Source: an optimization exercise on an open RTL-to-GDS flow (aim: small area, a short achievable clock period and few clock cycles per item). Production flows keep margins and buffers that such runs may drop. Function was checked by simulation only, so behaviour that the tests miss may differ from the original. Power is estimated from default activity; no workload was simulated.

## run A
==> flow/design.v <==
module huffman(clk, reset, gray_data, gray_valid, CNT_valid, CNT1, CNT2, CNT3, CNT4, CNT5, CNT6,
    code_valid, HC1, HC2, HC3, HC4, HC5, HC6, M1, M2, M3, M4, M5, M6);
input clk;
input reset;
input gray_valid;
input [7:0] gray_data;
output reg CNT_valid;
output [7:0] CNT1, CNT2, CNT3, CNT4, CNT5, CNT6;
output reg code_valid;
output [7:0] HC1, HC2, HC3, HC4, HC5, HC6;
output [7:0] M1, M2, M3, M4, M5, M6;
reg idle, counting, build;    
reg [2:0] pix;
reg [5:0] sel;
reg [6:0] w[0:5];
reg [2:0] pos[0:5];
reg [4:0] hc[0:5];
reg [4:0] m[0:5];
reg par;         
reg merged;      
reg fin;         
reg comb;        
reg [2:0] ncomb;
integer i;
function lt7(input [6:0] x, input [6:0] z);
	reg [6:0] l, g;
	reg l65, g65, l43, g43, l21, g21, l6to3, g6to3, l2to0;
	begin
		l = ~x & z;
		g = x & ~z;
		l65 = l[6] | (~g[6] & l[5]);
		g65 = g[6] | (~l[6] & g[5]);
		l43 = l[4] | (~g[4] & l[3]);
		g43 = g[4] | (~l[4] & g[3]);
		l21 = l[2] | (~g[2] & l[1]);
		g21 = g[2] | (~l[2] & g[1]);
		l6to3 = l65 | (~g65 & l43);
		g6to3 = g65 | (~l65 & g43);
		l2to0 = l21 | (~g21 & l[0]);
		lt7 = l6to3 | (~g6to3 & l2to0);
	end
endfunction
function [6:0] add7(input [6:0] x, input [6:0] z);
	reg [6:0] g, p, c;
	reg g10, g32, p32, g54, p54;
	begin
		g = x & z;
		p = x ^ z;
		g10 = g[1] | (p[1] & g[0]);
		g32 = g[3] | (p[3] & g[2]);
		p32 = p[3] & p[2];
		g54 = g[5] | (p[5] & g[4]);
		p54 = p[5] & p[4];
		c[0] = 1'b0;
		c[1] = g[0];
		c[2] = g10;
		c[3] = g[2] | (p[2] & g10);
		c[4] = g32 | (p32 & g10);
		c[5] = g[4] | (p[4] & c[4]);
		c[6] = g54 | (p54 & c[4]);
		add7 = p ^ c;
	end
endfunction
reg [6:0] cur, inc;
always @* begin
	for (i = 0; i < 6; i = i + 1)
		sel[i] = (pix == i + 1);
	cur = 7'd0;
	for (i = 0; i < 6; i = i + 1)
		cur = cur | ({7{sel[i]}} & w[i]);
	for (i = 0; i < 7; i = i + 1)
		inc[i] = cur[i] ^ (&(cur | ~((7'd1 << i) - 7'd1)));
end
reg [4:0] lt;
always @* begin
	for (i = 0; i < 5; i = i + 1)
		lt[i] = lt7(w[i], w[i + 1]);
end
wire in_order = ~|lt;
wire last = fin;
wire [6:0] sum = add7(w[4], w[5]);
reg [4:0] swap;
always @* begin
	for (i = 0; i < 5; i = i + 1) begin
		swap[i] = build && !comb && lt[i] && (merged || (i[0] == par));
	end
end
wire build_nx  = build ? !last : (counting && !gray_valid);
wire merged_nx = build && (merged || comb);
wire fin_nx    = build && comb && (ncomb == 3'd3);
wire comb_nx   = build && !comb && !fin && in_order;
always @(posedge clk or posedge reset) begin
	if (reset) begin
		idle <= 1'b1;
		counting <= 1'b0;
		build <= 1'b0;
		CNT_valid <= 1'b0;
		code_valid <= 1'b0;
	end
	else begin
		idle <= idle ? !gray_valid : last;
		counting <= idle ? gray_valid : (counting && gray_valid);
		build <= build_nx;
		CNT_valid <= counting && !gray_valid;
		code_valid <= last;
	end
end
always @(posedge clk) begin
	pix <= gray_data[2:0];
	par <= build && !par;
	merged <= merged_nx;
	fin <= fin_nx;
	comb <= comb_nx;
	if (!build)
		ncomb <= 3'd0;
	else if (comb)
		ncomb <= ncomb + 3'd1;
end
reg dn[0:5], up[0:5], hold[0:5];
always @* begin
	for (i = 0; i < 6; i = i + 1) begin
		dn[i] = (i > 0) && (comb ? (i < 5) : swap[i - 1]);
		up[i] = (i < 5) && !comb && swap[i];
		hold[i] = counting ? !sel[i] : (build && !comb && !(i < 5 && swap[i]) && !(i > 0 && swap[i - 1]));
	end
end
always @(posedge clk) begin
	for (i = 0; i < 6; i = i + 1)
		w[i] <= ({7{hold[i]}} & w[i])
		      | ({7{dn[i]}} & w[(i + 5) % 6])
		      | ({7{up[i]}} & w[(i + 1) % 6])
		      | ({7{counting && sel[i]}} & inc)
		      | ({7{comb && i == 5}} & sum)
		      | {7{comb && i == 0}};
end
always @(posedge clk) begin
	for (i = 0; i < 6; i = i + 1) begin
		if (!build) begin
			pos[i] <= i ^ (i >> 1);
			hc[i] <= 5'd0;
			m[i] <= 5'd0;
		end
		else begin
			pos[i][0] <= pos[i][0] ^ (comb ? !(^pos[i]) :
			             ((pos[i][2:1] == 2'b00 && swap[0]) || (pos[i][2:1] == 2'b01 && swap[2]) ||
			              (pos[i][2:1] == 2'b11 && swap[4])));
			pos[i][1] <= pos[i][1] ^ (!pos[i][2] && pos[i][0] && (comb ? !pos[i][1] : swap[1]));
			pos[i][2] <= pos[i][2] ^ (!pos[i][0] && pos[i][1] && (comb ? !pos[i][2] : swap[3]));
			if ((comb && pos[i][2]) || last) begin
				m[i] <= {m[i][3:0], 1'b1};
				if (last ? pos[i][0] ^ lt[4] : pos[i][0])
					hc[i] <= hc[i] | ({m[i][3:0], 1'b1} & ~m[i]);
			end
		end
	end
end
assign CNT1 = {1'b0, w[0]};
assign CNT2 = {1'b0, w[1]};
assign CNT3 = {1'b0, w[2]};
assign CNT4 = {1'b0, w[3]};
assign CNT5 = {1'b0, w[4]};
assign CNT6 = {1'b0, w[5]};
assign HC1 = {3'b0, hc[0]};
assign HC2 = {3'b0, hc[1]};
assign HC3 = {3'b0, hc[2]};
assign HC4 = {3'b0, hc[3]};
assign HC5 = {3'b0, hc[4]};
assign HC6 = {3'b0, hc[5]};
assign M1 = {3'b0, m[0][4:1], 1'b1};
assign M2 = {3'b0, m[1][4:1], 1'b1};
assign M3 = {3'b0, m[2][4:1], 1'b1};
assign M4 = {3'b0, m[3][4:1], 1'b1};
assign M5 = {3'b0, m[4][4:1], 1'b1};
assign M6 = {3'b0, m[5][4:1], 1'b1};
endmodule
Settings: LEC_CHECK=0, ABC_AREA=1, CAP_MARGIN=20, CORE_MARGIN=2, CORE_UTILIZATION=55, CTS_BUF_LIST=sky130_fd_sc_hd__clkbuf_8, CTS_CLUSTER_SIZE=30, SETUP_SLACK_MARGIN=3.9, SLEW_MARGIN=20, TNS_END_PERCENT=10; clock period 6.0 ns.
standard.sh (not shown) runs the stock make flow with config.mk's settings and CLKGATE_MAP_FILE= SYNTH_SCRIPT=/design/flow/synth_recipe.tcl, a recipe that flattens the netlist after the stock synthesis.
==> flow/flow/run.sh <==
#!/bin/bash
# Standard layout, with two changes: plain buffers (instead of the delay buffers
# buffer_ports picks by default) on the input and output ports, and one tie
# cell per constant value shared by all constant outputs (instead of one per port).
set -euo pipefail
export BUFFER_PORTS_ARGS="-buffer_cell sky130_fd_sc_hd__buf_1"
export SKIP_REPAIR_TIE_FANOUT=1
bash standard.sh > standard_flow.log 2>&1
Testbench counts of run A, summed over its fixed seeds: cycles 23,029, frames 192.
diff inputs: run A => run B
diff --git a/flow/design.v b/flow/design.v
--- a/flow/design.v
+++ b/flow/design.v
@@ -21,25 +21,25 @@
 reg fin;         
 reg comb;        
 reg [2:0] ncomb;
 integer i;
 function lt7(input [6:0] x, input [6:0] z);
-	reg [6:0] l, g;
-	reg l65, g65, l43, g43, l21, g21, l6to3, g6to3, l2to0;
+	reg [6:0] l, e;
+	reg l65, e65, l43, e43, l21, e21, l6to3, e6to3, l2to0;
 	begin
 		l = ~x & z;
-		g = x & ~z;
-		l65 = l[6] | (~g[6] & l[5]);
-		g65 = g[6] | (~l[6] & g[5]);
-		l43 = l[4] | (~g[4] & l[3]);
-		g43 = g[4] | (~l[4] & g[3]);
-		l21 = l[2] | (~g[2] & l[1]);
-		g21 = g[2] | (~l[2] & g[1]);
-		l6to3 = l65 | (~g65 & l43);
-		g6to3 = g65 | (~l65 & g43);
-		l2to0 = l21 | (~g21 & l[0]);
-		lt7 = l6to3 | (~g6to3 & l2to0);
+		e = ~(x ^ z);
+		l65 = l[6] | (e[6] & l[5]);
+		e65 = e[6] & e[5];
+		l43 = l[4] | (e[4] & l[3]);
+		e43 = e[4] & e[3];
+		l21 = l[2] | (e[2] & l[1]);
+		e21 = e[2] & e[1];
+		l6to3 = l65 | (e65 & l43);
+		e6to3 = e65 & e43;
+		l2to0 = l21 | (e21 & l[0]);
+		lt7 = l6to3 | (e6to3 & l2to0);
 	end
 endfunction
 function [6:0] add7(input [6:0] x, input [6:0] z);
 	reg [6:0] g, p, c;
 	reg g10, g32, p32, g54, p54;
## What came out
Looking at worst relative slew slack, run B sits 3.3 points higher than run A does. Synthesized cell count was lower in run A than in run B. Final cell area: run B above run A. Against run A as the reference, run B delivers a lower worst ir drop on vdd. Power: run B draws less than run A. Going from run A to run B, non-clock inverter instance count of the final layout shows an increase of about 10%; via count fell by 0.79%. Run comparison: run A path type of the worst setup path reg2reg; run B path type of the worst setup path reg2out. Run B: full flow OK, the timing, design-rule and antenna checks passed. Looking at fmax, run B sits 4.6 MHz higher than run A does.
Testbench counts of run B, summed over its fixed seeds: cycles 23,029, frames 192.

==> separate check: timing with driven ports <==
The flow's constraints put no driver on any port. The routed layouts listed below were extracted and timed again, unchanged, in two steps.
Step 1 assumes that a clkbuf_16 drives the clock port and a buf_2 every other input.
Step 2 moves the port delays by t, midway between the first and last clock arrival at a register: inputs arrive t later, outputs are due t later. That takes back most of the time a late clock gives input paths.
Three values: no drivers, after step 1, after step 2; two values: the first two.
| run | t (ns) | setup WS [ns] | worst setup path after step 2 | clock arrival spread, ns | pins driven straight from the clock port |
|---|---|---|---|---|---|
| run A | 0.489 | 3.796 / 3.796 / 3.796 | register to register | 0.012 / 0.012 | 1 |
| run B | 0.487 | 3.818 / 3.778 / 3.870 | register to register | 0.011 / 0.011 | 1 |
After both steps every run listed still meets setup and hold.
